This is an optimization exercise on Yosys and OpenROAD, whose aim is a short achievable clock period and few clock cycles, not a production implementation. The RTL was checked by simulation tests, not by an equivalence proof against the original design. Power and IR drop assume default switching activity.

Setup of 11-15:
Design processor, start of the top module:
module processor(
input clk,
input rst,
output [31:0] imem_addr,
input  [31:0] imem_data,
output [31:0] dmem_addr,
output [31:0] dmem_wdata,
output dmem_we,
output dmem_re,
input  [31:0] dmem_rdata,
output ret_valid,
output [31:0] ret_pc,
output ret_we,
output [4:0] ret_waddr,
output [31:0] ret_wdata
);
export LEC_CHECK = 0
export CAP_MARGIN = 20
export CORE_MARGIN = 2
export CORE_UTILIZATION = 40
export SETUP_SLACK_MARGIN = 0.5
export SLEW_MARGIN = 20
create_clock -name core_clock -period 11.0 [get_ports {clk}]
standard.sh (not shown) runs the stock make flow with config.mk's settings and CLKGATE_MAP_FILE= SYNTH_SCRIPT=/design/flow/synth_recipe.tcl, a recipe that flattens the netlist after the stock synthesis.
==> flow/flow/run.sh <==
#!/bin/bash
# Standard ORFS layout (the standard.sh, unchanged synthesis), with timing repair
# asked for a larger setup margin so that it keeps shortening the worst paths, and
# the port buffers made plain buffers (buf_4) rather than the smallest buffer-like cell.
set -euo pipefail
cd "$(dirname "$0")/.."
bash standard.sh SETUP_SLACK_MARGIN=7.5 TNS_END_PERCENT=20 \
  "BUFFER_PORTS_ARGS=-buffer_cell sky130_fd_sc_hd__buf_4" finish > standard_flow.log 2>&1
11-15 completed; timing, DRC and antenna clean
Testbench counts of 11-15, summed over its fixed seeds: cycles 135,275.
Here is what was changed in the inputs of 02-07 compared with 11-15.
--- a/flow/design.v
+++ b/flow/design.v
@@ -204,35 +204,33 @@
 reg        btb_v   [0:31];
 reg [6:0]  btb_tag [0:31];
 reg [31:0] btb_tgt [0:31];
 reg        btb_abs [0:31];   
 reg        bu_set, bu_clr;
 reg [31:0] bu_oh;            
 reg [4:0]  bu_idx;
 reg [6:0]  bu_tag;
 reg [31:0] bu_tgt;
-reg        bu_abs;
+reg [19:0] bu_pch;           
 assign imem_addr = pc_f;
 wire [31:0] pc4_f  = pc_f + 32'd4;
 reg        bv_f, babs_f;
-reg [6:0]  btag_f;
 reg [31:0] btgt_f;
 integer j;
 always @(*) begin
-  bv_f = 1'b0; babs_f = 1'b0; btag_f = 7'd0; btgt_f = 32'd0;
+  bv_f = 1'b0; babs_f = 1'b0; btgt_f = 32'd0;
   for (j = 0; j < 32; j = j + 1) begin
-    bv_f   = bv_f   | (pcoh_f[j] & btb_v[j]);
+    bv_f   = bv_f   | (pcoh_f[j] & btb_v[j] & (btb_tag[j] == {pc_f[11:7], pc_f[1:0]}));
     babs_f = babs_f | (pcoh_f[j] & btb_abs[j]);
-    btag_f = btag_f | ({7{pcoh_f[j]}} & btb_tag[j]);
     btgt_f = btgt_f | ({32{pcoh_f[j]}} & btb_tgt[j]);
   end
 end
-wire        hit_f  = bv_f & (btag_f == {pc_f[11:7], pc_f[1:0]});
+wire        hit_f  = bv_f;    
 wire [31:0] pred_f = hit_f ? {babs_f ? btgt_f[31:12] : pc_f[31:12], btgt_f[11:0]} : pc4_f;
 wire [5:0] op_d = ir_d[31:26];
 wire [5:0] fn_d = ir_d[5:0];
 wire [4:0] rs_d = ir_d[25:21];
 wire [4:0] rt_d = ir_d[20:16];
 wire [4:0] rd_d = ir_d[15:11];
 wire rtype_d  = (op_d == 6'h00);
 wire i_brv    = rtype_d & (fn_d == 6'h14);
 wire i_jmxor  = rtype_d & (fn_d == 6'h21);
@@ -297,43 +295,41 @@
                   ((op_f == 6'h00) & (fn_f == 6'h14)));
 wire haz_f = (i_lw & ((rt_d == rs_f) | (need_b_f & (rt_d == rt_f)))) |
              (i_blezal & ((rs_f == 5'd25) | (need_b_f & (rt_f == 5'd25))));
 wire stall = v_d & stall_q;
 wire go_d     = v_d & ~stall & ~mis_e;
 wire [31:0] bta_d  = pc4_d + {sext_d[29:0], 2'b00};
 wire [31:0] jta_d  = {pc4_d[31:28], ir_d[25:0], 2'b00};
 wire [31:0] st_d   = i_baln ? jta_d : bta_d;
 wire redir_d = v_d & ~stall & i_jalpc & ~hit_d;
-wire [31:0] pc_n = rst ? 32'd0 : mis_e ? next_e : stall ? pc_f : redir_d ? bta_d : pred_f;
+wire [31:0] pc_n = rst ? 32'd0 : mis_e ? next_e : stall ? pc_d : redir_d ? bta_d : pred_f;
 integer k;
-reg [31:0] oh_tgt, oh_pc4, oh_bta, oh_pred, oh_n;
+reg [31:0] oh_tgt, oh_pc4, oh_bta, oh_pcd, oh_pred, oh_n;
 always @(*) begin
   for (k = 0; k < 32; k = k + 1) begin
     oh_tgt[k]  = (tgt_e[6:2] == k);
     oh_pc4[k]  = (pc4_e[6:2] == k);
     oh_bta[k]  = (bta_d[6:2] == k);
+    oh_pcd[k]  = (pc_d[6:2] == k);
     oh_pred[k] = hit_f ? (btgt_f[6:2] == k) : pcoh_f[(k + 31) % 32];    
   end
-  oh_n = rst ? 32'd1 : mis_e ? (take_e ? oh_tgt : oh_pc4) : stall ? pcoh_f : redir_d ? oh_bta : oh_pred;
+  oh_n = rst ? 32'd1 : mis_e ? (take_e ? oh_tgt : oh_pc4) : stall ? oh_pcd : redir_d ? oh_bta : oh_pred;
 end
 integer i;
 always @(posedge clk) begin
   pc_f <= pc_n;
   pcoh_f <= oh_n;
-  if (rst | mis_e | redir_d) v_d <= 1'b0;
-  else if (!stall) v_d <= 1'b1;
+  v_d <= ~(rst | mis_e | redir_d | stall);
   stall_q <= ~rst & v_d & ~stall & haz_f;
-  if (!stall) begin
-    hit_d <= hit_f;
-    ir_d  <= imem_data;
-    pc_d  <= pc_f;
-    pc4_d <= pc4_f;
-  end
+  hit_d <= hit_f;
+  ir_d  <= imem_data;
+  pc_d  <= pc_f;
+  pc4_d <= pc4_f;
   v_e <= go_d & ~rst;
   begin
     a_e     <= a_fwd;
     b_e     <= bi_fwd;
     sd_e    <= b_fwd;
     pc_e    <= pc_d;
     pc4_e   <= pc4_d;
     st_e    <= st_d;
     pnx_e   <= redir_d ? bta_d : pc_f;
@@ -358,24 +354,24 @@
     blez_e  <= i_blezal;
     beq_e   <= i_beq;
   end
   bu_set <= v_e & take_e & ~rst;
   for (i = 0; i < 32; i = i + 1) bu_oh[i] <= v_e & take_e & ~rst & (pc_e[6:2] == i);
   bu_clr <= v_e & ~take_e & hit_e & ~rst;
   bu_idx <= pc_e[6:2];
   bu_tag <= {pc_e[11:7], pc_e[1:0]};
   bu_tgt <= tgt_e;
-  bu_abs <= (tgt_e[31:12] != pc_e[31:12]);
+  bu_pch <= pc_e[31:12];
   for (i = 0; i < 32; i = i + 1)
     if (bu_oh[i]) begin
       btb_tag[i] <= bu_tag;
       btb_tgt[i] <= bu_tgt;
-      btb_abs[i] <= bu_abs;
+      btb_abs[i] <= (bu_tgt[31:12] != bu_pch);
     end
   v_m   <= v_e & ~rst;
   dmem_we_q <= v_e & sw_e & ~rst;
   dmem_re_q <= v_e & lw_e & ~rst;
   dmem_addr_q  <= sum_e;
   dmem_wdata_q <= sd_e;
   res_m <= res_e;
   pc_m  <= pc_e;
   we_m  <= we_e | (blez_e & blez_c);
## What came out
11-15 went all the way through the flow, and no timing, DRC or antenna check failed. Per the final summary, 02-07 finished and its layout is clean on timing, DRC and antenna. 11-15 → 02-07: combined area of the multi-input logic cells increased by about 4% relative to the old numbers; post-layout minimum cycle time -0.19 ns; final hold slack saw little to no change; fraction of power spent switching nets level. Relative to 11-15, the via count of the first global-routing pass measured on 02-07 has decreased slightly. Between 02-07 and 11-15, final cell area excluding filler cells is higher for 11-15, 02-07 comes in under that. For the total power after layout, 02-07 came in about 1.3% lower than 11-15 did. 02-07 — first-pass GRT wire length 1.6% lower, 11-15 as reference. Compared with 11-15, in 02-07 smallest setup slack after layout +0.19 ns; number of non-clock inverters shows a reduction of 2.
Testbench counts of 02-07, summed over its fixed seeds: cycles 136,030.

## static timing again, ports no longer ideal
Ports are ideal in the flow. The routed layouts listed here were re-timed in OpenROAD.
Step 1, drivers: a clkbuf_16 drives clk and a buf_2 each remaining input, both assumed.
Step 2 also shifts input and output timing later by t, the mid clock arrival at the registers, as if the neighbouring blocks saw the same clock.
Three values: no drivers, after step 1, after step 2; two values: the first two.
run | shift t [ns] | slack for setup (ns) | clock arrival spread, ns | worst data-port slew with drivers (ns) | pins driven straight from the clock port
11-15 | 1.041 | 6.972 / 6.949 / 6.087 | 0.080 / 0.080 | 0.20 | 1
02-07 | 1.065 | 7.164 / 7.090 / 6.186 | 0.082 / 0.082 | 0.09 | 1
After both steps setup and hold are still met in every run listed. The setup slack of 02-07, which loses most, moves by -0.074 ns with the drivers and by -0.978 ns with both steps.
